Context: an optimization exercise on an open-source flow, tuned for small area. The choices shown serve that exercise and are no tape-out recipe.
Only simulation tests tie the RTL to the original design; equivalence was not proved.
Power figures rest on the tool's default switching activity, not on a simulated workload.

[flow/config.mk]
export PLATFORM = sky130hd
export DESIGN_NAME = xspi_sopi_controller
export DESIGN_NICKNAME = xspi_sopi_controller
export VERILOG_FILES = /design/flow/design.v
export SDC_FILE = /design/flow/constraint.sdc
export NUM_CORES = 4
export LEC_CHECK = 0
export CAP_MARGIN = 20
export CORE_MARGIN = 2
export CORE_UTILIZATION = 40
export PLACE_DENSITY = 0.6
export SLEW_MARGIN = 20
[flow/constraint.sdc]
create_clock -name core_clock -period 5.0 [get_ports {clk}]
set_input_delay 1.0000 -clock core_clock [delete_from_list [all_inputs] [get_ports {clk}]]
set_output_delay 1.0000 -clock core_clock [all_outputs]
set_load 0.01 [all_outputs]
[flow/design.v]
module xspi_sopi_controller (
    input  wire        clk,       
    input  wire        rst_n,     
    output reg         cs_n,      
    output reg         sck,       
    output reg [7:0]   io_out,    
    input  wire [7:0]  io_in,     
    output reg         io_oe,     
    input  wire        start,     
  input  wire [7:0]  command_in,   
  input  wire [47:0] address_in,   
  input  wire [63:0] wr_data_in,   
    output reg [63:0]  rd_data,   
    output reg         done,      
    output reg         crc_ca_match,
    output reg         crc_data_match,
    output reg         crc_ca_error,
    output reg         crc_data_error,
    input wire         crc_ca_error_slave,
    input wire         crc_data_error_slave
);
    reg [2:0] wait_cycles;
    reg [7:0] command;
    reg [47:0] address;
    reg [63:0] wr_data;
    reg [3:0] retransmit_cnt;   
    reg [3:0] state;          
    reg [3:0] next_state;     
    localparam Latency         = 3'd6;
    localparam STATE_IDLE      = 4'd0;  
    localparam STATE_CMD       = 4'd1;  
    localparam STATE_ADDR      = 4'd2;  
    localparam STATE_SEND_CRC_CA = 4'd3;  
    localparam STATE_WR_DATA   = 4'd4;  
    localparam STATE_SEND_CRC_DATA = 4'd5;  
    localparam STATE_RD_DATA   = 4'd6;  
    localparam STATE_RECV_CRC_DATA = 4'd7;  
    localparam STATE_RECV_CRC_CA = 4'd8;  
    localparam STATE_FINISH    = 4'd9;  
    reg [3:0] byte_cnt;       
    reg [63:0] rdata_buf;     
    reg crc_ca_clear, crc_ca_enable;
    wire [7:0] crc_ca_out;
    reg [7:0] crc_ca_recv;
    reg crc_data_clear, crc_data_enable;
    wire [7:0] crc_data_out;
    reg [7:0] crc_data_recv;
    reg [7:0] data_for_crc;
    crc8 crc_ca_inst (
        .clk(clk),
        .rst(!rst_n),
        .enable(crc_ca_enable),
        .clear(crc_ca_clear),
        .data_in(data_for_crc),
        .crc_out(crc_ca_out)
    );
    crc8 crc_data_inst (
        .clk(clk),
        .rst(!rst_n),
        .enable(crc_data_enable),
        .clear(crc_data_clear),
        .data_in(data_for_crc),
        .crc_out(crc_data_out)
    );
    always @(posedge clk or negedge rst_n) begin
        if (!rst_n)
            state <= STATE_IDLE;
        else
            state <= next_state;
    end
    always @(*) begin
        next_state = state;
        case (state)
            STATE_IDLE:
                if (start)
                    next_state = STATE_CMD;
            STATE_CMD:
                next_state = STATE_ADDR;
            STATE_ADDR:
                if (byte_cnt == 6)
                    next_state = STATE_SEND_CRC_CA;
            STATE_SEND_CRC_CA:
                next_state = (command == 8'hFF) ? STATE_RECV_CRC_CA : (command == 8'hA5) ? STATE_WR_DATA : STATE_FINISH;
            STATE_RECV_CRC_CA:
                next_state = (command == 8'hFF) ? STATE_RD_DATA : STATE_FINISH;
            STATE_WR_DATA:
                if (byte_cnt == 14)
                    next_state = STATE_SEND_CRC_DATA;
            STATE_SEND_CRC_DATA:
                next_state = STATE_FINISH;
            STATE_RD_DATA:
                if (byte_cnt == 15)
                    next_state = STATE_RECV_CRC_DATA;
            STATE_RECV_CRC_DATA:
                next_state = STATE_FINISH;
            STATE_FINISH:
                if ((crc_ca_error_slave == 1'b1 || crc_data_error_slave == 1'b1 || crc_data_error == 1'b1) && retransmit_cnt < 4'd3) begin
                    next_state = STATE_CMD;   
                end else begin
                    next_state = STATE_IDLE;
                end
            default:
                next_state = STATE_IDLE;
        endcase
    end
    always @(posedge clk or negedge rst_n) begin
        if (!rst_n) begin
            cs_n     <= 1'b1;
            sck      <= 1'b0;
            io_out   <= 8'h00;
            io_oe    <= 1'b0;
            done     <= 1'b0;
            rd_data  <= 64'h0;
            rdata_buf <= 64'h0;
            byte_cnt <= 4'd0;
            wait_cycles <= 3'd0;
            crc_ca_clear <= 1'b1;
            crc_ca_enable <= 1'b0;
            crc_data_clear <= 1'b1;
            crc_data_enable <= 1'b0;
            crc_ca_match <= 1'b0;
            crc_ca_error <= 1'b0;
            crc_data_match <= 1'b0;
            crc_data_error <= 1'b0;
            retransmit_cnt <= 0;
        end else begin
            crc_ca_enable <= 1'b0;
            crc_data_enable <= 1'b0;
            case (state)
                STATE_IDLE: begin
                    done     <= 1'b0;
                    cs_n     <= 1'b1;
                    sck      <= 1'b0;
                    io_oe    <= 1'b0;
                    byte_cnt <= 4'd0;
                    wait_cycles <= 0;
                    crc_ca_clear <= 1'b1;
                    crc_data_clear <= 1'b1;
                    crc_ca_match <= 1'b0;
                    crc_ca_error <= 1'b0;
                    crc_data_match <= 1'b0;
                    crc_data_error <= 1'b0;
                    command<=command_in;
                    address<=address_in;
                    wr_data<=wr_data_in;
                    retransmit_cnt <= 4'd0;   
                end
                STATE_CMD: begin
                    cs_n     <= 1'b0;
                    io_oe    <= 1'b1;
                    io_out   <= command;
                    byte_cnt <= 1;
                    crc_ca_clear <= 1'b0;
                    crc_ca_enable <= 1'b1;
                    data_for_crc <= command;
                end
                STATE_ADDR: begin
                    io_oe    <= 1'b1;
                    case (byte_cnt)
                        1: begin io_out <= address[47:40]; data_for_crc <= address[47:40]; end
                        2: begin io_out <= address[39:32]; data_for_crc <= address[39:32]; end
                        3: begin io_out <= address[31:24]; data_for_crc <= address[31:24]; end
                        4: begin io_out <= address[23:16]; data_for_crc <= address[23:16]; end
                        5: begin io_out <= address[15:8];  data_for_crc <= address[15:8];  end
                        6: begin io_out <= address[7:0];   data_for_crc <= address[7:0];   end
                    endcase
                  if (byte_cnt<=5)
                    crc_ca_enable <= 1'b1;
                  else crc_ca_enable <= 1'b0;
                    crc_ca_clear <= 1'b0;
                    byte_cnt <= byte_cnt + 1;
                end
                STATE_SEND_CRC_CA: begin
                    io_oe <= 1'b1;
                    io_out <= crc_ca_out;
                    crc_ca_enable <= 1'b0;
                end
                STATE_RECV_CRC_CA: begin
                    io_oe <= 1'b0;
                    crc_ca_recv <= io_in;
                    if (io_in == crc_ca_out) begin
                        crc_ca_match <= 1'b1;
                        crc_ca_error <= 1'b0;
                    end else begin
                        crc_ca_match <= 1'b0;
                        crc_ca_error <= 1'b1;
                    end
                end
                STATE_WR_DATA: begin
                    io_oe    <= 1'b1;
                    case (byte_cnt)
                        7: begin io_out <= wr_data[63:56]; data_for_crc <= wr_data[63:56]; end
                        8: begin io_out <= wr_data[55:48]; data_for_crc <= wr_data[55:48]; end
                        9: begin io_out <= wr_data[47:40]; data_for_crc <= wr_data[47:40]; end
                        10: begin io_out <= wr_data[39:32]; data_for_crc <= wr_data[39:32]; end
                        11: begin io_out <= wr_data[31:24]; data_for_crc <= wr_data[31:24]; end
                        12: begin io_out <= wr_data[23:16]; data_for_crc <= wr_data[23:16]; end
                        13: begin io_out <= wr_data[15:8];  data_for_crc <= wr_data[15:8];  end
                        14: begin io_out <= wr_data[7:0];   data_for_crc <= wr_data[7:0];   end
                    endcase
                  if (byte_cnt<=13)
                    crc_data_enable <= 1'b1;
                  else crc_data_enable <= 1'b0;
                    crc_data_clear <= 0;
                    byte_cnt <= byte_cnt + 1;
                end
                STATE_SEND_CRC_DATA: begin
                    crc_data_clear<=0;
                    io_oe <= 1'b1;
                    io_out <= crc_data_out;
                    crc_data_enable <= 1'b0;
                end
                STATE_RD_DATA: begin
                    crc_ca_match <= 1'b0;
                    io_oe <= 1'b0;
                        case (byte_cnt)
                            8: begin rdata_buf[63:56] <= io_in; data_for_crc <= io_in; end
                            9: begin rdata_buf[55:48] <= io_in; data_for_crc <= io_in; end
                            10: begin rdata_buf[47:40] <= io_in; data_for_crc <= io_in; end
                            11: begin rdata_buf[39:32] <= io_in; data_for_crc <= io_in; end
                            12: begin rdata_buf[31:24] <= io_in; data_for_crc <= io_in; end
                            13: begin rdata_buf[23:16] <= io_in; data_for_crc <= io_in; end
                            14: begin rdata_buf[15:8]  <= io_in; data_for_crc <= io_in; end
                            15: begin rdata_buf[7:0]   <= io_in; data_for_crc <= io_in; end
                        endcase
                  if (byte_cnt>=8 && byte_cnt<=14)
                        crc_data_enable <= 1'b1;
                  else crc_data_enable <= 1'b0;
                      crc_data_clear <= 0;
                  if (Latency-1 > wait_cycles) begin
                        wait_cycles <= wait_cycles +1;
                    end else begin
                        byte_cnt <= byte_cnt + 1;
                    end
                end
                STATE_RECV_CRC_DATA: begin
                    io_oe <= 1'b0;
                    crc_data_recv <= io_in;
                    if (io_in == crc_data_out) begin
                        crc_data_match <= 1'b1;
                        crc_data_error <= 1'b0;
                    end else begin
                        crc_data_match <= 1'b0;
                        crc_data_error <= 1'b1;
                    end
                end
                STATE_FINISH: begin
                    if (crc_ca_error_slave == 1'b1 || crc_data_error_slave == 1'b1 || crc_data_error == 1'b1) begin
                        cs_n    <= 1'b1;   
                        io_oe   <= 1'b0;
                        done    <= 1'b0;
                                    byte_cnt <= 4'd0;
                        wait_cycles <= 3'd0;
                        retransmit_cnt <= retransmit_cnt + 1;   
            crc_ca_clear <= 1'b1;
            crc_data_clear <= 1'b1;
            crc_ca_match <= 1'b0;
            crc_ca_error <= 1'b0;
            crc_data_match <= 1'b0;
            crc_data_error <= 1'b0;
                    end else begin
                        crc_data_match <= 1'b0;
                        cs_n    <= 1'b1;
                        io_oe   <= 1'b0;
                        done    <= 1'b1;
                        rd_data <= rdata_buf;
                    end
                end
            endcase
        end
    end
endmodule
module crc8 (
    input  wire       clk,       
    input  wire       rst,       
    input  wire       enable,    
    input  wire       clear,     
    input  wire [7:0] data_in,   
    output reg  [7:0] crc_out    
);
    parameter POLY = 8'h07;  
    wire [7:0] crc_in = crc_out ^ data_in;
    wire [7:0] stage0 = (crc_in[7]) ? (crc_in << 1) ^ POLY : (crc_in << 1);
    wire [7:0] stage1 = (stage0[7]) ? (stage0 << 1) ^ POLY : (stage0 << 1);
    wire [7:0] stage2 = (stage1[7]) ? (stage1 << 1) ^ POLY : (stage1 << 1);
    wire [7:0] stage3 = (stage2[7]) ? (stage2 << 1) ^ POLY : (stage2 << 1);
    wire [7:0] stage4 = (stage3[7]) ? (stage3 << 1) ^ POLY : (stage3 << 1);
    wire [7:0] stage5 = (stage4[7]) ? (stage4 << 1) ^ POLY : (stage4 << 1);
    wire [7:0] stage6 = (stage5[7]) ? (stage5 << 1) ^ POLY : (stage5 << 1);
    wire [7:0] crc_next = (stage6[7]) ? (stage6 << 1) ^ POLY : (stage6 << 1);
    always @(posedge clk or posedge rst) begin
        if (rst)
            crc_out <= 8'h00;
        else if (clear)
            crc_out <= 8'h00;
        else if (enable)
            crc_out <= crc_next;
    end
endmodule 
[flow/run.sh]
#!/bin/bash
# synth_recipe.tcl (not shown) runs the flow's synth.tcl, then flattens the netlist and writes it again
# the make line also repeats each setting of config.mk as NAME=value (left out here)
make -C /OpenROAD-flow-scripts/flow DESIGN_CONFIG=/design/flow/config.mk WORK_HOME=/design/flow/orfs CLKGATE_MAP_FILE= SYNTH_SCRIPT=/design/flow/synth_recipe.tcl finish
==> notes.md, run 1 <==
* Outcome: timing/DRC/antenna clean
* Die area at around 34000 µm²
* Synth top area cells: dfrtp_1 (33%), edfxtp_1 (29%), mux2_2 (11%), xnor2_1 (1.9%), xor2_1 (1.9%)
* Clk root buf: clkbuf_16
* Critical Path RT at ~5.3 ns
* Clk pin slew, worst setup/hold paths at 0.06 ns
* P&R area growth vs syn at 27.1%
* Worst Setup SP: byte_cnt[1]
* ANT nets after route at 0
* Number of synthesized flops with an enable pin at between 100 and 150
* Max cap viols at 0
* CTS tree: done
* Area of the multi-input gates at between 4000 and 5000 µm²
* Clock H-tree levels at 1
* Mux cell area share after synthesis at a little under an eighth
* RSZ-0062 raised after global routing: no
* CP endpoint kind: flop
* Final HPWL DP at about 23 mm
* Reg2reg start: byte_cnt[1]
* Number of port buffers at approximately 210
* Vias at about 8.5k
* PD cells at about 500 nW/µm²
* Worst hold path class: in -> async
* DR WL/cell at 20.3 µm
* TritonRoute pass-1 iters at 5
* Main combinational cell family by area after synthesis: multiplexers
* Vias per std cell at 5.27
* Antenna violations before repair at 1
* Leading area contributor after synthesis: dfrtp_1
* TNS Setup at 0 ns
* Final min period at 3.24 ns
* Critical-path maximum fanout at 23
* Most frequent cells after synthesis: dfrtp_1 (175), mux2_2 (129), edfxtp_1 (128)
* Endpoints failing hold at 0
* Worst-skew pair later-pin latency at around 0.56 ns
* Compound-cell area share of the yosys netlist at between 9 and 10%
* Worst IR Drop VDD at 0.302 mV
* Vias in the first global route at roughly 8.4k
* First-pass GRT wire length at between 40 and 50 mm
* Total gr overflow at 0
* Setup-failing EPs final at 0
* Final Max Slew Viols at 0
* Tot GR Track Use at roughly a fifth
* I/O pin total at 213
* Fmax achieved at 0.309 GHz
* Die width at between 150 and 200 µm
* FP Rows at 66
* Cells resized by post-CTS repair at 0
* Share of cells above drive strength 1 at between 10% and 20%
* Synth Warn # at 2
* Most numerous cell in the Yosys netlist: dfrtp_1
* Max_slew headroom at about a third
* Avg Cell Area, Syn at between 10 and 15 µm²
* CTS Buf Count at 31
* Initial Util at 40.4%
* Clock Tree Buf Depth at 3
* Routed WL at about 33 mm
* Finished Core Util at between 50% and 60%
* Clk sinks at approximately 300
* Area share of the largest cell type after synthesis at 33.5%
* Prevailing post-synth register cell: dfrtp_1
* Leakage at 0.00660 µW
* Netlist cell types at 69
* Syn Inst Count at 956
* Fillers at approximately 2.9k
* GPL Wtd Cong at around 0.85
* WHS at 0.381 ns
* Post-CTS setup buffers at 0
* Sequential fraction of the synthesis area at around 63%
* Synthesized area at 13100 µm²
* Critical path class: reg -> reg
* Die Ht at 185 µm
* Placed cells at ~1.6k
* Mapped Nets at roughly 1.1k
* Placeable core region at roughly 32000 µm²
* Clock Skew at around 0.01 ns
* Xor-xnor portion of the synthesized cell area at under 10%
* Synth Register Bits at approximately 310
* CP Launch Type: flop
* Worst-Margin Slew at about 1.0 ns
* Worst path arrival time at 3.55 ns
* Simple-gate share of the synthesized area at 6.94%
* Asr flop ratio synth at between 50% and 60%
* Post-route DRC at 0
* Fin nets at 1288
* # diodes at 0
* Layout Cells excl Fill at 1614
* Largest net degree at the start of global routing at between 60 and 70
* Adder-Cell Fraction of Synth Area at less than 1%
* Initial DRC Count at 610
* Fin crit share at roughly two thirds
* FF/Latch Area at slightly above 8000 µm²
* CTS hold repair buffers at 0
critical path, stage by stage, from the launching register on:
cell and delay (ns):
dfrtp_1 0.45, inv_1 0.14, ha_1 0.83, o21ai_0 0.25, a31oi_2 0.59, nand4_1 0.16
o21ai_0 0.16, o21ai_0 0.12, a221o_1 0.27
placed cells by master, fill, tap and decap left out, types with 16 or more instances in the layout:
cell type,instances
xor2_1,29
o21ai_0,34
a22oi_1,16
clkdlybuf4s50_1,210
mux2_2,129
nand2_1,64
dfrtp_1,175
a21oi_1,34
xnor2_1,29
edfxtp_1,128
nor2_1,57
clkbuf_16,31
sequential cells by signal, summed over array words and instances (netlist names), 8 cells and up:
| name | cells |
|---|---|
| rd_data | 64 |
| rdata_buf | 64 |
| wr_data | 64 |
| address | 48 |
| command | 8 |
| crc_ca_inst.crc_out | 8 |
| crc_data_inst.crc_out | 8 |
| data_for_crc | 8 |
| io_out | 8 |
kinds of logic after synthesis:
logic type | after synthesis
simple gates | 192
mux | 136
xor+xnor | 65
other cells | 1
buf+inv | 74
compound gates | 175
fa+ha+maj | 7
flops | 306
stage by stage:
stage / power (µW) / setup WS (ns) / instance area, µm²
floorplan: 5100 / 0.399 / 13100
global placement: 6100 / 1.89 / 15600
detailed placement: 6140 / 1.74 / 15600
CTS: 8450 / 1.75 / 16600
global route: 8820 / 1.43 / 16600
finish: 8380 / 1.76 / 16600
worst paths after layout:
path                              endpoint  slack (ns)  depth (start not counted)
setup / recovery           data_for_crc[1]        1.76                          8
hold / removal               rdata_buf[30]        0.38                          1
setup reg to reg           data_for_crc[1]        1.76                          8
hold reg to reg                       cs_n        0.47                          2
max in group asynchronous      rd_data[32]        2.60                          3
min in group core_clock               cs_n        0.47                          2
per-layer routing:
metal	GRT usage, %	vias to the layer above	wire [µm]	share of wire, %
met5	0	-	13	0.040
met4	4.22	2	563	1.7
met3	3.64	44	2200	6.7
met2	30.0	312	14800	45
met1	27.9	4231	15100	46
li1	-	3909	-	-
where the power goes:
part           switching (µW)  total, µW  internal, µW
logic                    1260       2480          1220
clock network             936       2300          1370
registers                 377       3600          3220
layout make-up:
class | count | share of cell area [%]
sequential | 306 | 49.9
multi-input combinational | 576 | 26.9
timing repair buffer | 223 | 13.4
clock buffer | 52 | 5.86
tap | 442 | 3.33
clock inverter | 5 | 0.331
inverter | 10 | 0.226
==> run 2, diff against run 1 <==
==> flow/design.v (replaced) <==
module xspi_sopi_controller (
    input  wire        clk,
    input  wire        rst_n,
    output wire        cs_n,
    output wire        sck,
    output wire [7:0]  io_out,
    input  wire [7:0]  io_in,
    output wire        io_oe,
    input  wire        start,
    input  wire [7:0]  command_in,
    input  wire [47:0] address_in,
    input  wire [63:0] wr_data_in,
    output wire [63:0] rd_data,
    output reg         done,
    output wire        crc_ca_match,
    output wire        crc_data_match,
    output wire        crc_ca_error,
    output wire        crc_data_error,
    input  wire        crc_ca_error_slave,
    input  wire        crc_data_error_slave
);
    reg [4:0]  cnt;       
    reg [1:0]  rc;        
    reg [55:0] ca;        
    reg [63:0] dat;       
    reg [7:0]  crc;
    reg        ca_err;
    wire idle = (cnt == 5'd0);
    wire [7:0] cmd = ca[55:48];
    wire rd = (cmd == 8'hFF);
    wire wr = (cmd == 8'hA5);
    wire c9  = (cnt == 5'd9);
    wire c10 = (cnt == 5'd10);
    wire c25 = (cnt == 5'd25);
    wire sh_ca = (cnt >= 5'd2) && (cnt <= 5'd8);
    wire d_tx  = !rd && (cnt >= 5'd10) && (cnt <= 5'd17);
    wire d_rx  = rd && (cnt >= 5'd16) && (cnt <= 5'd23);
    wire rx    = rd && (c9 || cnt >= 5'd16);
    wire d_sh  = d_tx || d_rx;
    wire ca_hd = !idle && !sh_ca;
    wire d_hd  = !idle && !d_sh;
    wire crc_zero = (crc == 8'h00);
    assign io_out = sh_ca ? ca[55:48] : d_tx ? dat[63:56] : crc;
    wire [7:0] x = rx ? io_in : io_out;
    wire crc_hold = (cnt == 5'd8) || (cnt == 5'd17 && !rd) || (cnt == 5'd23);
    wire [7:0] s0 = crc ^ x;
    wire [7:0] s1 = s0[7] ? ((s0 << 1) ^ 8'h07) : (s0 << 1);
    wire [7:0] s2 = s1[7] ? ((s1 << 1) ^ 8'h07) : (s1 << 1);
    wire [7:0] s3 = s2[7] ? ((s2 << 1) ^ 8'h07) : (s2 << 1);
    wire [7:0] s4 = s3[7] ? ((s3 << 1) ^ 8'h07) : (s3 << 1);
    wire [7:0] s5 = s4[7] ? ((s4 << 1) ^ 8'h07) : (s4 << 1);
    wire [7:0] s6 = s5[7] ? ((s5 << 1) ^ 8'h07) : (s5 << 1);
    wire [7:0] s7 = s6[7] ? ((s6 << 1) ^ 8'h07) : (s6 << 1);
    wire [7:0] s8 = s7[7] ? ((s7 << 1) ^ 8'h07) : (s7 << 1);
    wire fin = c25 || (cnt == 5'd18 && !rd) || (c9 && !rd && !wr);
    assign crc_data_match = c25 && crc_zero;
    assign crc_data_error = c25 && !crc_zero;
    assign crc_ca_match   = rd && c10 && crc_zero;
    assign crc_ca_error   = rd && (c10 ? !crc_zero : (ca_err && (cnt > 5'd10 || done)));
    wire err = crc_ca_error_slave || crc_data_error_slave || crc_data_error;
    wire again = err && (rc != 2'd3);
    assign cs_n  = (cnt <= 5'd1);
    assign io_oe = (cnt >= 5'd2) && (cnt <= 5'd9 || !rd);
    assign sck   = 1'b0;
    assign rd_data = dat;
    always @(posedge clk or negedge rst_n) begin
        if (!rst_n) begin
            cnt  <= 5'd0;
            done <= 1'b0;
            crc  <= 8'h00;
        end else begin
            if (!crc_hold)
                crc <= s8;
            done <= fin && !err;
            if (idle)
                cnt <= start ? 5'd1 : 5'd0;
            else if (fin)
                cnt <= again ? 5'd1 : 5'd0;
            else
                cnt <= cnt + 5'd1;
        end
    end
    always @(posedge clk) begin
        if (idle)
            rc <= 2'd0;
        else if (fin && err)
            rc <= rc + 2'd1;
        ca  <= ({56{idle}} & {command_in, address_in}) |
               ({56{sh_ca}} & {ca[47:0], ca[55:48]}) |
               ({56{ca_hd}} & ca);
        dat <= ({64{idle}} & wr_data_in) |
               ({64{d_sh}} & {dat[55:0], x}) |
               ({64{d_hd}} & dat);
        if (c10)
            ca_err <= !crc_zero;
    end
endmodule
--- a/flow/config.mk
+++ b/flow/config.mk
@@ -10,2 +10,3 @@
 export CORE_UTILIZATION = 40
+export CTS_BUF_LIST = sky130_fd_sc_hd__clkbuf_4 sky130_fd_sc_hd__clkbuf_8
 export PLACE_DENSITY = 0.6
==> notes.md, run 2 <==
* Outcome: timing/DRC/antenna clean
* Number of synthesized flops with an enable pin at 1
* Syn Inst Count at about 730
* Clock Tree Buf Depth at 2
* Max stage delay on crit path at just under 0.7 ns
* Flop pwr share at ~29%
* Tot GR Track Use at a little under a quarter
* Worst-Margin Slew at 0.859 ns
* Post-route cell area at around 9000 µm²
* Largest reg by FF count: dat
* Vias in the first global route at roughly 5.9k
* Clk sinks at roughly 140
* Placed cells at 1111
* Synth top area cells: dfxtp_1 (39%), nand2_1 (15%), a22oi_1 (14%), dfrtp_1 (5.6%), clkbuf_1 (2.5%)
* Share of cells above drive strength 1 at under 10%
* Endpoints failing hold at 0
* Initial DRC Count at 532
* Mapped Nets at slightly below 900
* GPL Wtd Cong at around 0.84
* Placeable core region at between 15000 and 20000 µm²
* Wire length on met1 at roughly 8.9 mm
* Fin nets at 1057
* Post-route DRC at 0
* Critical Path RT at roughly 4.0 ns
* Prevailing post-synth register cell: dfxtp_1
* Antenna violations before repair at 0
* Vias per std cell at between 5 and 6
* ANT nets after route at 0
* Total gr overflow at 0
* PD cells at 877 nW/µm²
* Fmax achieved at 0.230 GHz
* Max_slew headroom at 42.7%
* Post-CTS setup buffers at 0
* Critical path, cell by cell: or3b_4 -> o22a_2 -> nor2_2 -> mux2_2 -> mux2i_1 -> inv_1 -> clkdlybuf4s50_1
* FP Rows at between 40 and 50
* Area share of the largest cell type after synthesis at roughly two fifths
* Clock H-tree levels at 4
* Top Metal Used: met4
* Final HPWL DP at approximately 14 mm
* First-pass GRT wire length at 31.2 mm
* Worst hold path class: reg -> reg
* Clk pin slew, worst setup/hold paths at 0.09 ns
* Leading area contributor after synthesis: dfxtp_1
* CP endpoint kind: output pin
* Vias at roughly 6k
* Worst-skew pair later-pin latency at 0.45 ns
* Top Registers: dat (64), ca (56), crc (8)
* Sw Pwr at 3550 µW
* RSZ-0062 raised after global routing: no
* DR WL/cell at 17.4 µm
* Worst setup margin at between 0.6 and 0.7 ns
* CP delay by family, top: flip-flops
* I/O pin total at roughly 210
* CP Launch Type: flop
* Internal Power at approximately 4300 µW
* Initial Util at about two fifths
* Cells resized by post-CTS repair at 0
* Worst path bufs/invs at 2
* Largest register FFs at between 60 and 70
* Final min period at roughly 4.3 ns
* Die Ht at 129 µm
* Largest net degree at the start of global routing at 83
* Clk network pwr share at 11.8%
* Synthesized area at ~6200 µm²
* Most numerous cell in the Yosys netlist: nand2_1
* P&R area growth vs syn at 42.6%
* Fin crit share at between 80% and 90%
* CTS hold repair buffers at 0
* Placed cell area at approximately 8500 µm²
* Routed wire length on met2 at roughly 9.2 mm
* Critical path class: reg -> out
* Layout Cells excl Fill at around 1.1k
* Asr flop ratio synth at 10.2%
* Fillers at roughly 1.4k
* CTS Buf Count at 17
* CTS tree: done
* Die width at 129 µm
* Sequential fraction of the synthesis area at 45.2%
* Final Max Slew Viols at 0
* Die area at approximately 17000 µm²
* Most common cell after layout, fill and taps aside: nand2_1
* Setup-failing EPs final at 0
* Switching share of power at between 40% and 50%
* Clk root buf: clkbuf_8
* Max cap viols at 0
* Synth Warn # at 1
* Clock Skew at approximately 0.021 ns
* Met3 Wirelength at 1.34 mm
* Worst path arrival time at approximately 3.4 ns
* TNS Setup at 0 ns
* Critical-path maximum fanout at 14
* Worst IR Drop VDD at 0.417 mV
* Netlist cell types at 69
* Share of power burned in combinational logic at 59.3%
* Synth Register Bits at ~140
* TritonRoute pass-1 iters at 5
* Leakage at ~0.0038 µW
* Most frequent cells in the layout: nand2_1 (247), clkdlybuf4s50_1 (211), dfxtp_1 (122)
* Most frequent cells after synthesis: nand2_1 (247), dfxtp_1 (122), a22oi_1 (117)
* CP max stage cell: dfrtp_1
* Avg Cell Area, Syn at between 8 and 9 µm²
* Dpl ws at between 1 and 1.5 ns
* Number of port buffers at 211
* Routed WL at slightly below 20 mm
* # diodes at 0
-- run 2: cell count changes in the layout (fill, tap and decap cells not counted), sizes merged, moves of 18 or more --
cell	change
nand2	+184
dfrtp	-161
mux2	-128
edfxtp	-127
dfxtp	+122
a22oi	+101
clkbuf	-34
a21oi	-30
nor2	-30
xnor2	-19
o21ai	-18
-- run 2: routing by layer --
layer,track usage (%),vias to the layer above
met4,8.18,0
met2,37.8,212
met3,5.57,28
met1,32.5,2839
met5,0,-
li1,-,2951
-- run 2: worst paths after layout --
kind                              from        end  slack (ns)  cells after the start
max in group asynchronous        rst_n     cnt[2]        3.55                      1
min in group asynchronous        rst_n     crc[2]        0.98                      1
worst max-delay path            cnt[4]  io_out[6]        0.65                      7
worst max register to register  cnt[1]     crc[4]        1.63                     11
worst min register to register  ca[24]     ca[24]        0.45                      2
worst min-delay path            ca[24]     ca[24]        0.45                      2
-- run 2: through the flow --
stage | total power (µW) | utilization, % | hold WS (ns)
6_report | 7810 | 58.4 | 0.446
3_5_place_dp | 6900 | 55.8 | 0.435
3_3_place_gp | 6760 | 55.6 | 0.431
4_1_cts | 7860 | 58.4 | 0.447
2_1_floorplan | 5310 | - | 0.422
5_1_grt | 8480 | 58.4 | 0.453
-- run 2: logic make-up (layout without fill, tap and decap cells) --
kind of cell / after synthesis / in the layout / synth area share (%)
fa+ha+maj: 5 / 5 / 1.00
compound gates: 173 / 173 / 22.0
flops: 137 / 137 / 45.2
buf+inv: 56 / 256 / 3.72
mux: 3 / 3 / 0.501
simple gates: 329 / 329 / 22.9
other cells: 1 / 1 / 0.0600
xor+xnor: 28 / 28 / 4.63
-- run 2: final cells by class --
cell class | instances | area (µm²) | area share (%)
Clock buffer | 18 | 248 | 2.78
Clock inverter | 14 | 154 | 1.73
Inverter | 8 | 30.0 | 0.337
Multi-Input combinational cell | 539 | 3220 | 36.2
Sequential cell | 137 | 2820 | 31.7
Tap cell | 211 | 264 | 2.96
Timing Repair Buffer | 216 | 2170 | 24.4
-- run 2: power by group through the flow --
stage	Combinational [µW]	Sequential (µW)	Clock (µW)
after floorplan	3120	2190	0
after global placement	4510	2250	0
after detailed placement	4630	2270	0
after CTS	4660	2250	940
after global routing	5150	2340	992
final	4640	2260	918
-- run 2: worst register-to-register path, stage by stage (launching register included) --
cell and delay, ns:
dfrtp_1 0.55, inv_1 0.14, ha_1 0.24, and3b_1 0.23
o211ai_1 0.64, o21ai_0 0.32, o31ai_4 0.35, xor2_2 0.26
xnor2_2 0.17, xnor2_1 0.14, nor2_1 0.06, xor2_1 0.16
==> run 3, diff against run 2 <==
==> flow/flow/run.sh (new file) <==
#!/bin/bash
# Standard layout, with every port buffered by the smallest buffer cell
# instead of the cell buffer_ports picks by default.
set -euo pipefail
export BUFFER_PORTS_ARGS="-buffer_cell sky130_fd_sc_hd__buf_1"
bash standard.sh finish > standard_flow.log 2>&1
==> flow/standard.sh (new file) <==
#!/bin/bash
# synth_recipe.tcl (not shown) runs the flow's synth.tcl, then flattens the netlist and writes it again
# the make line also repeats each setting of config.mk as NAME=value (left out here)
make -C /OpenROAD-flow-scripts/flow DESIGN_CONFIG=/design/flow/config.mk WORK_HOME=/design/flow/orfs CLKGATE_MAP_FILE= SYNTH_SCRIPT=/design/flow/synth_recipe.tcl "${@:-finish}"
--- a/flow/config.mk
+++ b/flow/config.mk
@@ -10,3 +10,2 @@
 export CORE_UTILIZATION = 40
-export CTS_BUF_LIST = sky130_fd_sc_hd__clkbuf_4 sky130_fd_sc_hd__clkbuf_8
 export PLACE_DENSITY = 0.6
removed: flow/run.sh
==> notes.md, run 3 <==
* Outcome: timing/DRC/antenna clean
* Endpoints failing hold at 0
* Vias in the first global route at 5476
* Number of synthesized flops with an enable pin at 1
* Worst setup margin at 1.06 ns
* Adder-Cell Fraction of Synth Area at under 10%
* FF/Latch Area at roughly 2800 µm²
* Post-route DRC at 0
* Clk root buf: clkbuf_16
* Setup-failing EPs final at 0
* Syn Inst Count at 732
* Area share of the largest cell type after synthesis at 39.1%
* Largest reg by FF count: dat
* Clk sinks at 137
* Critical path, cell by cell: or3b_4 -> o22a_2 -> nor2_2 -> mux2_2 -> mux2i_1 -> inv_1 -> buf_1
* Worst hold path class: reg -> reg
* Clock Tree Buf Depth at 2
* Leakage at about 0.0033 µW
* Asr flop ratio synth at approximately a tenth
* Worst-skew pair later-pin latency at about 0.42 ns
* Most numerous cell in the Yosys netlist: nand2_1
* Antenna violations before repair at 0
* Simple-gate share of the synthesized area at 22.9%
* Placeable core region at approximately 15000 µm²
* Synthesized area at between 6000 and 7000 µm²
* Total gr overflow at 0
* CTS tree: done
* ANT nets after route at 0
* Worst path arrival time at approximately 2.9 ns
* Max stage delay on crit path at 0.68 ns
* Main combinational cell family by area after synthesis: simple AND/OR/NAND/NOR gates
* Routed WL at ~19 mm
* Fmax achieved at approximately 0.25 GHz
* PD cells at a little under 1000 nW/µm²
* Worst IR Drop VDD at 0.470 mV
* Final Max Slew Viols at 0
* RSZ-0062 raised after global routing: no
* Die Ht at 129 µm
* Initial DRC Count at between 400 and 500
* Worst-Margin Slew at around 0.85 ns
* Worst path bufs/invs at 2
* Mux cell area share after synthesis at less than 1%
* Critical path depth at 7
* Max_slew headroom at 43.1%
* TritonRoute pass-1 iters at 5
* Post-CTS setup buffers at 0
* Finished Core Util at 50.8%
* I/O pin total at 213
* Most frequent cells after synthesis: nand2_1 (247), dfxtp_1 (122), a22oi_1 (117)
* Top Registers: dat (64), ca (56), crc (8)
* Hold depth at 2
* CP delay by family, top: flip-flops
* P&R area growth vs syn at 24.0%
* Most frequent cells in the layout: nand2_1 (247), buf_1 (211), dfxtp_1 (122)
* Max cap viols at 0
* Sequential fraction of the synthesis area at 45.2%
* Number of port buffers at about 210
* Prevailing post-synth register cell: dfxtp_1
* Area of the multi-input gates at approximately 3200 µm²
* Reg2reg path depth at 12
* Critical-path maximum fanout at 14
* Synth Warn # at 1
* Netlist cell types at between 60 and 70
* Avg Cell Area, Syn at roughly 8.5 µm²
* Share of cells above drive strength 1 at 7.20%
* TNS Setup at 0 ns
* Tot GR Track Use at 22.8%
* Cells resized by post-CTS repair at 0
* CTS hold repair buffers at 0
* Xor-xnor portion of the synthesized cell area at 4.63%
* FP Rows at 45
* CP max stage cell: dfrtp_1
* Fillers at 1552
* Vias at about 6.0k
* Synth top area cells: dfxtp_1 (39%), nand2_1 (15%), a22oi_1 (14%), dfrtp_1 (5.6%), clkbuf_1 (2.5%)
* Mapped Nets at 870
* Clock H-tree levels at 4
* Dpl ws at roughly 1.5 ns
* Die area at ~17000 µm²
* Clock Skew at 0.00966 ns
* First-pass GRT wire length at approximately 30 mm
* Fin crit share at about four fifths
* CTS Buf Count at 17
* Most common cell after layout, fill and taps aside: nand2_1
* Vias per std cell at between 5 and 6
* CP Launch Type: flop
* GPL Wtd Cong at 0.874
* Die width at between 100 and 150 µm
* CP endpoint kind: output pin
* Largest net degree at the start of global routing at 72
* Critical path class: reg -> out
* Critical Path RT at around 4.0 ns
* Fin nets at roughly 1.1k
* DR WL/cell at approximately 16 µm
* Synth Register Bits at 137
* Largest register FFs at between 60 and 70
* Leading area contributor after synthesis: dfxtp_1
* Final HPWL DP at between 10 and 15 mm
* Clk pin slew, worst setup/hold paths at about 0.060 ns
* Compound-cell area share of the yosys netlist at 22.0%
* Final min period at roughly 4 ns
* Initial Util at between 40 and 50%
## run 3: cell families after synthesis
kind of cell	after synthesis
AO/OA/AOI/OAI	173
XOR/XNOR	28
adder cells (fa/ha/maj)	5
buffers and inverters	56
flip-flops	137
multiplexers	3
other	1
AND/OR/NAND/NOR	329
## run 3: worst min-delay path, stage by stage (launching register included)
cell and delay, ns:
dfxtp_1 0.30, nand2_1 0.05, nand2_1 0.04
## run 3: layer usage
layer | vias up | global-route usage, % | wire [µm]
met3 | 18 | 5.82 | 1100
met4 | 0 | 6.39 | 212
li1 | 2959 | - | -
met1 | 2823 | 32.9 | 8810
met2 | 204 | 33.9 | 8680
met5 | - | 0 | 0
## run 3: area by class of cell
class                           instances  area share (%)
Antenna cell                            1          0.0323
Sequential cell                       137            36.4
Clock buffer                           20            5.89
Tap cell                              211            3.41
Multi-Input combinational cell        539            41.6
Clock inverter                         10            1.57
Inverter                                8           0.388
Timing Repair Buffer                  216            10.7
## run 3: metrics by stage
step	instance area, µm²	hold WS, ns	power (µW)	cells
2_1_floorplan	6250	0.422	5310	732
3_3_place_gp	7170	0.431	6280	1111
3_5_place_dp	7170	0.433	6330	1111
4_1_cts	7750	0.443	7610	1141
5_1_grt	7750	0.453	8270	1141
6_report	7750	0.438	7580	1142
## run 3: final timing paths
check | start | end | slack, ns
hold / removal | ca[43] | ca[43] | 0.44
setup / recovery | cnt[4] | io_out[6] | 1.06
min in group asynchronous | rst_n | cnt[0] | 0.67
hold reg to reg | ca[43] | ca[43] | 0.44
setup reg to reg | cnt[1] | crc[2] | 1.62
max in group asynchronous | rst_n | crc[7] | 3.80
## run 3: report_power, final
group / internal (µW) / leakage (µW) / switching, µW
Sequential: 1720 / 0.00120 / 555
Combinational: 1610 / 0.00178 / 2460
Clock: 758 / 0.000282 / 478
Total: 4080 / 0.00326 / 3500
==> run 4, diff against run 3 <==
--- a/flow/config.mk
+++ b/flow/config.mk
@@ -10,2 +10,4 @@
 export CORE_UTILIZATION = 40
+export CTS_BUF_LIST = sky130_fd_sc_hd__clkbuf_8
+export CTS_CLUSTER_SIZE = 40
 export PLACE_DENSITY = 0.6
==> notes.md, run 4 <==
* Outcome: timing/DRC/antenna clean
* Adder-Cell Fraction of Synth Area at under 10%
* Sequential fraction of the synthesis area at 45.2%
* Setup-failing EPs final at 0
* CP Launch Type: flop
* TritonRoute pass-1 iters at 5
* Top Registers: dat (64), ca (56), crc (8)
* Final HPWL DP at about 13 mm
* First-pass GRT wire length at about 29 mm
* Final min period at around 4 ns
* Largest net degree at the start of global routing at 72
* Total gr overflow at 0
* Critical-path maximum fanout at 14
* Share of cells above drive strength 1 at approximately 7%
* Mux cell area share after synthesis at less than 1%
* Critical path class: reg -> out
* FP Rows at 45
* Compound-cell area share of the yosys netlist at ~22%
* Worst hold path class: reg -> reg
* Prevailing post-synth register cell: dfxtp_1
* Synthesized area at roughly 6200 µm²
* Avg Cell Area, Syn at between 8 and 9 µm²
* Max cap viols at 0
* CTS tree: done
* Area share of the largest cell type after synthesis at approximately 39%
* Vias per std cell at 5.25
* Initial DRC Count at 472
* Placed cell area at between 7000 and 8000 µm²
* Placeable core region at ~15000 µm²
* I/O pin total at 213
* Number of synthesized flops with an enable pin at 1
* Netlist cell types at 69
* CTS Buf Count at 17
* Critical Path RT at 4.00 ns
* Vias at between 5k and 6k
* Leading area contributor after synthesis: dfxtp_1
* Synth top area cells: dfxtp_1 (39%), nand2_1 (15%), a22oi_1 (14%), dfrtp_1 (5.6%), clkbuf_1 (2.5%)
* Clk root buf: clkbuf_8
* Fin crit share at between 70% and 80%
* Clk pin slew, worst setup/hold paths at approximately 0.080 ns
* Post-CTS setup buffers at 0
* Clock Skew at around 0.013 ns
* Syn Inst Count at about 730
* Asr flop ratio synth at between 10% and 20%
* PD cells at 957 nW/µm²
* Fin nets at about 1.1k
* Routed WL at between 15 and 20 mm
* Die Ht at 129 µm
* Post-route cell area at ~7600 µm²
* Worst-skew pair later-pin latency at 0.45 ns
* Worst-Margin Slew at 0.859 ns
* Fmax achieved at 0.253 GHz
* DR WL/cell at about 16 µm
* Leakage at approximately 0.0032 µW
* Vias in the first global route at about 5.4k
* ANT nets after route at 0
* Simple-gate share of the synthesized area at a little under a quarter
* Clk sinks at between 100 and 150
* Tot GR Track Use at a little under a quarter
* Die area at ~17000 µm²
* TNS Setup at 0 ns
* Final Max Slew Viols at 0
* Clock Tree Buf Depth at 2
* CTS hold repair buffers at 0
* Main combinational cell family by area after synthesis: simple AND/OR/NAND/NOR gates
* Most numerous cell in the Yosys netlist: nand2_1
* Number of port buffers at 211
* Largest register FFs at 64
* Synth Warn # at 1
* WHS at around 0.44 ns
* Worst IR Drop VDD at between 0.4 and 0.5 mV
* RSZ-0062 raised after global routing: no
* Initial Util at 41.0%
* Worst path arrival time at approximately 3 ns
* Largest reg by FF count: dat
* Most frequent cells in the layout: nand2_1 (247), buf_1 (211), dfxtp_1 (122)
* Die width at around 130 µm
* Antenna violations before repair at 0
* Mapped Nets at 870
* P&R area growth vs syn at 20.9%
* Most frequent cells after synthesis: nand2_1 (247), dfxtp_1 (122), a22oi_1 (117)
* GPL Wtd Cong at between 0.8 and 0.9
* Max_slew headroom at 42.8%
* Post-route DRC at 0
* Clock H-tree levels at 4
* CP endpoint kind: output pin
* Xor-xnor portion of the synthesized cell area at 4.63%
* Endpoints failing hold at 0
* Synth Register Bits at 137
* Cells resized by post-CTS repair at 0
* Most common cell after layout, fill and taps aside: nand2_1
[run 4: area by class of cell]
cell class                 count  area, µm²
timing repair buffer         216        830
clock buffer                  19        262
antenna                        1       2.50
inverter                       8       30.0
multi-input combinational    539       3220
clock inverter                11        125
tap                          211        264
fill                        1573       7700
sequential                   137       2820
[run 4: where the power goes]
group          total [µW]  switching, µW  leakage, µW  internal (µW)
registers            2270            551      0.00120           1710
logic                4060           2450      0.00178           1610
clock network         905            441     0.000199            465
total                7230           3440      0.00318           3790
[run 4: worst paths after layout]
kind                       startpoint   endpoint  slack [ns]  cells after the start
max in group asynchronous       rst_n     crc[7]        3.83                      1
min reg2reg                    ca[43]     ca[43]        0.44                      2
max                            cnt[4]  io_out[6]        1.05                      7
min in group asynchronous       rst_n       done        0.63                      1
min                            ca[43]     ca[43]        0.44                      2
max reg2reg                    cnt[1]     crc[2]        1.65                     12
[run 4: logic make-up (layout without fill, tap and decap cells)]
group / after synthesis / in the layout
simple gates: 329 / 329
fa+ha+maj: 5 / 5
buf+inv: 56 / 254
mux: 3 / 3
flops: 137 / 137
xor+xnor: 28 / 28
other cells: 1 / 2
compound gates: 173 / 173
[run 4: layer usage]
layer	vias to the layer above	GRT usage, %	share of wire [%]
met5	-	0	0
met4	0	6.52	1.1
met3	17	5.11	6.0
met2	199	33.4	46
met1	2821	32.8	47
li1	2956	-	-
[run 4: through the flow]
step / utilization [%] / worst slack, ns / instances / power [µW]
global placement: 47.0 / 1.59 / 1111 / 6280
global route: 49.5 / 0.940 / 1141 / 7910
CTS: 49.5 / 1.05 / 1141 / 7260
detailed placement: 47.0 / 1.54 / 1111 / 6330
finish: 49.5 / 1.05 / 1142 / 7230
floorplan: - / 1.98 / 732 / 5310
[run 4: worst max-delay path: stages (launching register included)]
cell     delay, ns
dfrtp_1       0.68
or3b_4        0.48
o22a_2        0.35
nor2_2        0.17
mux2_2        0.39
mux2i_1       0.23
inv_1         0.07
buf_1         0.13
==> run 5, diff against run 4 <==
--- a/flow/config.mk
+++ b/flow/config.mk
@@ -9,6 +9,5 @@
 export CORE_MARGIN = 2
-export CORE_UTILIZATION = 40
-export CTS_BUF_LIST = sky130_fd_sc_hd__clkbuf_8
-export CTS_CLUSTER_SIZE = 40
-export PLACE_DENSITY = 0.6
+export CORE_UTILIZATION = 65
+export CTS_BUF_LIST = sky130_fd_sc_hd__clkbuf_4 sky130_fd_sc_hd__clkbuf_8
+export PLACE_DENSITY = 0.8
 export SLEW_MARGIN = 20
==> notes.md, run 5 <==
* Outcome: timing/DRC/antenna clean
* Tot GR Track Use at between 30 and 40%
* CTS Buf Count at 17
* Total gr overflow at 0
* Critical Path RT at 4.00 ns
* Internal Power at around 3900 µW
* DR WL/cell at around 17 µm
* CP delay by family, top: buffers and inverters
* Post-route DRC at 0
* Synth Register Bits at 137
* Endpoints failing hold at 0
* Fin crit share at about 80%
* Synth top area cells: dfxtp_1 (39%), nand2_1 (15%), a22oi_1 (14%), dfrtp_1 (5.6%), clkbuf_1 (2.5%)
* Largest net degree at the start of global routing at just over 70
* Share of cells above drive strength 1 at under 10%
* Worst path arrival time at between 3 and 4 ns
* Final Max Slew Viols at 0
* CP endpoint kind: output pin
* Die area at around 10000 µm²
* First-pass GRT wire length at around 27 mm
* Most common cell after layout, fill and taps aside: nand2_1
* Vias per std cell at slightly below 6
* Most numerous cell in the Yosys netlist: nand2_1
* Final min period at 4.08 ns
* Mapped Nets at 870
* Avg Cell Area, Syn at between 8 and 9 µm²
* Worst-Margin Slew at between 0.8 and 0.9 ns
* Final HPWL DP at between 10 and 15 mm
* Netlist cell types at 69
* Fmax achieved at between 0.2 and 0.25 GHz
* Placeable core region at approximately 9300 µm²
* Die Ht at 102 µm
* Vias at roughly 6.3k
* Prevailing post-synth register cell: dfxtp_1
* Clock Skew at ~0.014 ns
* Post-CTS setup buffers at 0
* Largest register FFs at 64
* Clock Tree Buf Depth at 2
* Worst path most repeated cell: nor2_1
* TNS Setup at 0 ns
* RSZ-0062 raised after global routing: no
* Area share of the largest cell type after synthesis at 39.1%
* Critical-path maximum fanout at 58
* Cells resized by post-CTS repair at 0
* # diodes at 0
* TritonRoute pass-1 iters at 6
* Die width at between 100 and 150 µm
* I/O pin total at between 200 and 250
* CTS tree: done
* Most frequent cells in the layout: nand2_1 (247), buf_1 (211), dfxtp_1 (122)
* GPL Wtd Cong at a little over 0.9
* Clock H-tree levels at 4
* Worst path bufs/invs at 3
* Setup-failing EPs final at 0
* Share of power burned in combinational logic at between 50% and 60%
* Most frequent cells after synthesis: nand2_1 (247), dfxtp_1 (122), a22oi_1 (117)
* Sw Pwr at 3530 µW
* Switching share of power at a little under half
* Top Registers: dat (64), ca (56), crc (8)
* CP max stage cell: buf_4
* Largest reg by FF count: dat
* Synthesized area at ~6200 µm²
* Syn Inst Count at between 700 and 800
* Leading area contributor after synthesis: dfxtp_1
* Worst hold path class: reg -> reg
* P&R area growth vs syn at 20.0%
* ANT nets after route at 0
* Asr flop ratio synth at approximately a tenth
* Worst-skew pair later-pin latency at about 0.43 ns
* CP Launch Type: flop
* Flop pwr share at 30.6%
* Antenna violations before repair at 0
* Fin nets at approximately 1.1k
* Routed WL at 17.8 mm
* Max_slew headroom at 46.1%
* Vias in the first global route at between 5k and 6k
* Max stage delay on crit path at approximately 0.6 ns
* Worst IR Drop VDD at 0.449 mV
* Max cap viols at 0
* Power Total at around 7400 µW
* Initial DRC Count at roughly 480
* Critical path class: reg -> out
* CTS hold repair buffers at 0
* Leakage at roughly 0.0032 µW
* Critical path, cell by cell: inv_1 -> ha_1 -> nand3b_1 -> a21oi_4 -> buf_4 -> nor2_1 -> nor2_1 -> buf_1
* Sequential fraction of the synthesis area at between 40% and 50%
* Initial Util at approximately 67%
* Clk network pwr share at around an eighth
* Clk root buf: clkbuf_8
* PD cells at around 1000 nW/µm²
* Clk pin slew, worst setup/hold paths at 0.09 ns
* Number of port buffers at about 210
* FP Rows at 35
* Clk sinks at 137
* Number of synthesized flops with an enable pin at 1
* Synth Warn # at 1
[run 5: changes by cell type in the layout (fill, tap and decap cells not counted), sizes merged]
cell      previous run  this run
clkbuf              19        18
bufinv               2         3
diode                1         0
clkinv               6         4
clkinvlp             1         3
inv                 10        11
[run 5: cells by family after synthesis]
family / count (synthesis) / synth area share, %
and+or+nand+nor: 329 / 22.9
AOI/OAI and AO/OA: 173 / 22.0
DFF: 137 / 45.2
buffers and inverters: 56 / 3.72
xor gates and xnor gates: 28 / 4.63
adders and majority gates: 5 / 1.00
muxes: 3 / 0.501
other: 1 / 0.0600
[run 5: worst min-delay path, delay by kind of cell (launching register included)]
kind,cells,cell delay [ns]
flops,1,0.32
simple gates,2,0.09
[run 5: worst paths after layout]
check                                  to    from  slack [ns]  depth (start not counted)
min in group asynchronous            done   rst_n        0.63                          1
max in group asynchronous          crc[0]   rst_n        3.86                          1
worst max-delay path            io_out[0]  cnt[1]        0.92                          8
worst min-delay path               ca[17]  ca[17]        0.44                          2
worst max register to register     crc[6]  cnt[1]        1.57                         11
worst min register to register     ca[17]  ca[17]        0.44                          2
[run 5: per-stage QoR]
step,cell area [µm²],hold slack [ns],worst slack [ns],std cells,utilization [%]
after floorplan,6250,0.422,1.98,732,-
after detailed placement,7060,0.433,1.43,1028,76.0
after CTS,7470,0.443,0.956,1059,80.5
after global routing,7500,0.455,0.797,1060,80.8
after global placement,7060,0.429,1.57,1028,76.0
final,7500,0.444,0.923,1060,80.8
[run 5: cell type report]
type                            instances  area (µm²)
Clock buffer                           18         241
Inverter                                8        30.0
Tap cell                              129         161
Clock inverter                         13         170
Multi-Input combinational cell        539        3220
Timing Repair Buffer                  216         850
Sequential cell                       137        2820
Fill cell                             647        1790
[run 5: per-layer routing]
metal  vias to the layer above  part of all wire, %  global-route usage, %
met5                         -                    0                      0
met4                         0                  2.0                   10.3
met3                        39                  8.6                   8.48
met2                       321                   48                   54.9
met1                      2957                   41                   44.7
li1                       2952                    -                      -
[run 5: power groups by stage]
| stage | registers, µW | logic [µW] | clock network (µW) |
|---|---|---|---|
| after floorplan | 2190 | 3120 | 0 |
| after global placement | 2230 | 3870 | 0 |
| after detailed placement | 2260 | 4050 | 0 |
| after CTS | 2240 | 4100 | 944 |
| after global routing | 2320 | 4640 | 992 |
| final | 2260 | 4190 | 938 |
==> run 6, diff against run 5 <==
--- a/flow/design.v
+++ b/flow/design.v
@@ -38,5 +38,2 @@
     wire rx    = rd && (c9 || cnt >= 5'd16);
-    wire d_sh  = d_tx || d_rx;
-    wire ca_hd = !idle && !sh_ca;
-    wire d_hd  = !idle && !d_sh;
     wire crc_zero = (crc == 8'h00);
@@ -87,8 +84,10 @@
             rc <= rc + 2'd1;
-        ca  <= ({56{idle}} & {command_in, address_in}) |
-               ({56{sh_ca}} & {ca[47:0], ca[55:48]}) |
-               ({56{ca_hd}} & ca);
-        dat <= ({64{idle}} & wr_data_in) |
-               ({64{d_sh}} & {dat[55:0], x}) |
-               ({64{d_hd}} & dat);
+        if (idle)
+            ca <= {command_in, address_in};
+        else if (sh_ca)
+            ca <= {ca[47:0], ca[55:48]};
+        if (idle)
+            dat <= wr_data_in;
+        else if (d_tx || d_rx)
+            dat <= {dat[55:0], x};
         if (c10)
==> flow/run.sh (new file) <==
#!/bin/bash
# synth_recipe.tcl (not shown) runs the flow's synth.tcl, then flattens the netlist and writes it again
# the make line also repeats each setting of config.mk as NAME=value (left out here)
make -C /OpenROAD-flow-scripts/flow DESIGN_CONFIG=/design/flow/config.mk WORK_HOME=/design/flow/orfs CLKGATE_MAP_FILE= SYNTH_SCRIPT=/design/flow/synth_recipe.tcl finish
--- a/flow/config.mk
+++ b/flow/config.mk
@@ -9,5 +9,4 @@
 export CORE_MARGIN = 2
-export CORE_UTILIZATION = 65
-export CTS_BUF_LIST = sky130_fd_sc_hd__clkbuf_4 sky130_fd_sc_hd__clkbuf_8
-export PLACE_DENSITY = 0.8
+export CORE_UTILIZATION = 40
+export PLACE_DENSITY = 0.6
 export SLEW_MARGIN = 20
removed: flow/flow/run.sh
removed: flow/standard.sh
==> notes.md, run 6 <==
* Worst-skew pair later-pin latency at around 0.42 ns
* Outcome: timing/DRC/antenna clean
* Critical path, cell by cell: inv_1 -> ha_1 -> and4bb_2 -> a21oi_2 -> nor2_1 -> a31oi_1 -> clkdlybuf4s50_1
* Final min period at roughly 4.1 ns
* CP max stage cell: a21oi_2
* CTS hold repair buffers at 0
* Number of port buffers at between 200 and 250
* Share of power burned in combinational logic at 49.3%
* Die width at between 100 and 150 µm
* Avg Cell Area, Syn at between 9 and 10 µm²
* Synth top area cells: edfxtp_1 (52%), nand2_1 (19%), dfrtp_1 (5.0%), nor2_1 (2.1%), xor2_1 (1.9%)
* Most frequent cells in the layout: nand2_1 (353), clkdlybuf4s50_1 (211), edfxtp_1 (121)
* Most numerous cell in the Yosys netlist: nand2_1
* Die area at between 15000 and 20000 µm²
* Clk sinks at 137
* Critical path class: reg -> out
* Placed cell area at 9220 µm²
* Post-route cell area at roughly 9800 µm²
* Clk pin slew, worst setup/hold paths at roughly 0.050 ns
* Most frequent cells after synthesis: nand2_1 (355), edfxtp_1 (121), nor2_1 (39)
* Post-route DRC at 0
* Asr flop ratio synth at between 10% and 20%
* Fillers at between 1.5k and 2k
* Share of cells above drive strength 1 at 6.12%
* Final Max Slew Viols at 0
* TNS Setup at 0 ns
* Final HPWL DP at around 15 mm
* Post-CTS setup buffers at 0
* Clk network pwr share at roughly 15%
* Internal Power at between 4000 and 5000 µW
* Prevailing post-synth register cell: edfxtp_1
* Initial Util at approximately two fifths
* Netlist cell types at 68
* Tot GR Track Use at 23.4%
* Critical-path maximum fanout at 18
* GPL Wtd Cong at between 0.8 and 0.9
* Critical Path RT at ~4.0 ns
* Finished Core Util at a little under three fifths
* ANT nets after route at 0
* PD cells at 810 nW/µm²
* Most common cell after layout, fill and taps aside: nand2_1
* Vias in the first global route at between 5k and 6k
* Clock Tree Buf Depth at 2
* Worst path bufs/invs at 2
* Synth Warn # at 1
* Sequential fraction of the synthesis area at around 58%
* Area of the multi-input gates at 2760 µm²
* CTS Buf Count at 17
* Largest reg by FF count: dat
* Number of synthesized flops with an enable pin at 121
* Top Registers: dat (64), ca (56), crc (8)
* FF/Latch Area at around 4000 µm²
* Switching share of power at 39.2%
* CP Launch Type: flop
* Vias at roughly 6k
* Largest register FFs at 64
* Worst IR Drop VDD at 0.472 mV
* TritonRoute pass-1 iters at 5
* # diodes at 0
* Clock H-tree levels at 4
* Syn Inst Count at 725
* Max stage delay on crit path at roughly 0.60 ns
* Fmax achieved at approximately 0.24 GHz
* CTS tree: done
* First-pass GRT wire length at around 32 mm
* Setup slack, reg-to-reg at ~1.7 ns
* P&R area growth vs syn at 41.0%
* FP Rows at 48
* Antenna violations before repair at 0
* Max_slew headroom at 33.7%
* Synthesized area at between 6000 and 7000 µm²
* Total gr overflow at 0
* Placeable core region at ~17000 µm²
* Worst path arrival time at between 3 and 4 ns
* RSZ-0062 raised after global routing: no
* Setup-failing EPs final at 0
* Max cap viols at 0
* Clock Skew at between 0.01 and 0.015 ns
* Leakage at ~0.0040 µW
* Worst hold path class: reg -> reg
* Clk root buf: clkbuf_16
* Fin nets at roughly 1.1k
* Worst-Margin Slew at roughly 0.99 ns
* I/O pin total at roughly 210
* CP delay by family, top: compound AO/OA/AOI/OAI gates
* Routed WL at about 21 mm
* Mapped Nets at approximately 860
* Synth Register Bits at around 140
* Sw Pwr at 3110 µW
* Cells resized by post-CTS repair at 0
* Area share of the largest cell type after synthesis at 52.4%
* Flop pwr share at around a third
* DR WL/cell at roughly 18 µm
* Fin crit share at roughly four fifths
* Endpoints failing hold at 0
* Die Ht at 136 µm
* CP endpoint kind: output pin
* Initial DRC Count at 404
* Leading area contributor after synthesis: edfxtp_1
* Vias per std cell at 5.06
* Largest net degree at the start of global routing at 92
## run 6: changes by cell type after synthesis, moves of 5 or more
| cell | before | now |
|---|---|---|
| nor2_1 | 26 | 39 |
| clkbuf_1 | 41 | 30 |
| a31oi_1 | 1 | 6 |
| a22oi_1 | 117 | 1 |
| nor3_1 | 10 | 4 |
| dfxtp_1 | 122 | 2 |
| nand2_1 | 247 | 355 |
| edfxtp_1 | 1 | 121 |
| a21oi_1 | 2 | 9 |
| buf_1 | 0 | 5 |
## run 6: cells by family after synthesis
| family | after synthesis | share of synthesized area, % |
|---|---|---|
| buffers and inverters | 45 | 2.58 |
| other | 1 | 0.0541 |
| AND/OR/NAND/NOR | 436 | 25.4 |
| AO/OA/AOI/OAI | 63 | 7.36 |
| adder cells (fa/ha/maj) | 5 | 0.902 |
| XOR/XNOR | 32 | 4.76 |
| multiplexers | 6 | 0.920 |
| flip-flops | 137 | 58.0 |
## run 6: area by class of cell
class                      count  area share (%)
tap                          225            2.88
clock buffer                  20            4.46
timing repair buffer         215            21.9
clock inverter                12            1.28
sequential                   137            41.1
multi-input combinational    543            28.2
inverter                       4           0.153
## run 6: power by group through the flow
stage               combinational (µW)  clock [µW]  sequential, µW
finish                            3900        1220            2800
global route                      4360        1290            2870
CTS                               3970        1250            2790
detailed placement                3950           0            2790
global placement                  3910           0            2790
floorplan                         2430           0            2760
## run 6: tightest hold or removal path, cell delays in order, from the launching register on
cell,delay [ns]
dfxtp_1,0.33
mux2i_1,0.07
nor2_1,0.08
## run 6: metrics by stage
step | instances | hold slack, ns | power (µW) | setup WS [ns]
2_1_floorplan | 725 | 0.468 | 5180 | 1.41
3_3_place_gp | 1124 | 0.483 | 6700 | 1.42
3_5_place_dp | 1124 | 0.498 | 6750 | 1.38
4_1_cts | 1156 | 0.515 | 8010 | 0.933
5_1_grt | 1156 | 0.537 | 8520 | 0.720
6_report | 1156 | 0.514 | 7920 | 0.916
## run 6: final timing paths
| kind | start | end | cells past startpoint |
|---|---|---|---|
| min in group asynchronous | rst_n | cnt[1] | 1 |
| worst min-delay path | rc[1] | rc[1] | 2 |
| worst max-delay path | cnt[0] | io_out[0] | 7 |
| worst min register to register | rc[1] | rc[1] | 2 |
| max in group asynchronous | rst_n | cnt[0] | 1 |
| worst max register to register | cnt[0] | crc[4] | 11 |
## run 6: layer usage
| layer | vias to the layer above | global-route usage (%) | wire [µm] |
|---|---|---|---|
| met5 | - | 0 | 0 |
| met4 | 0 | 6.42 | 342 |
| met3 | 29 | 7.59 | 1680 |
| met2 | 215 | 36.8 | 9800 |
| met1 | 2764 | 31.3 | 9110 |
| li1 | 2836 | - | - |

[afterwards: timing with drivers on the ports]
How much do the figures lean on ideal ports? The routed layouts below were timed once more, with nothing changed but the port constraints.
Step 1 sets driving cells, clkbuf_16 on the clock port and buf_2 on the other inputs (assumed; they add their load-dependent delay and slew).
Step 2, shift: input delay + t, output delay - t, t = (earliest + latest rising clock arrival at the registers) / 2. This alone moves slack from input paths to output paths.
Slacks: ideal / step 1 / step 2; pairs: ideal / step 1.
run	t (ns)	slack for setup (ns)	worst setup path at the end	clock arrival spread, ns	cell pins on the clock port's net
run 1	0.607	1.764 / 1.764 / 1.764	register to register	0.012 / 0.012	1
run 2	0.480	0.651 / 0.614 / 1.095	register to output	0.020 / 0.021	1
run 3	0.449	1.055 / 1.017 / 1.466	register to output	0.010 / 0.010	1
run 4	0.477	1.047 / 1.011 / 1.488	register to output	0.013 / 0.014	1
run 5	0.456	0.923 / 0.888 / 1.344	register to output	0.017 / 0.018	1
run 6	0.458	0.916 / 0.876 / 1.334	register to output	0.011 / 0.010	1
After both steps every run listed still meets setup and hold.
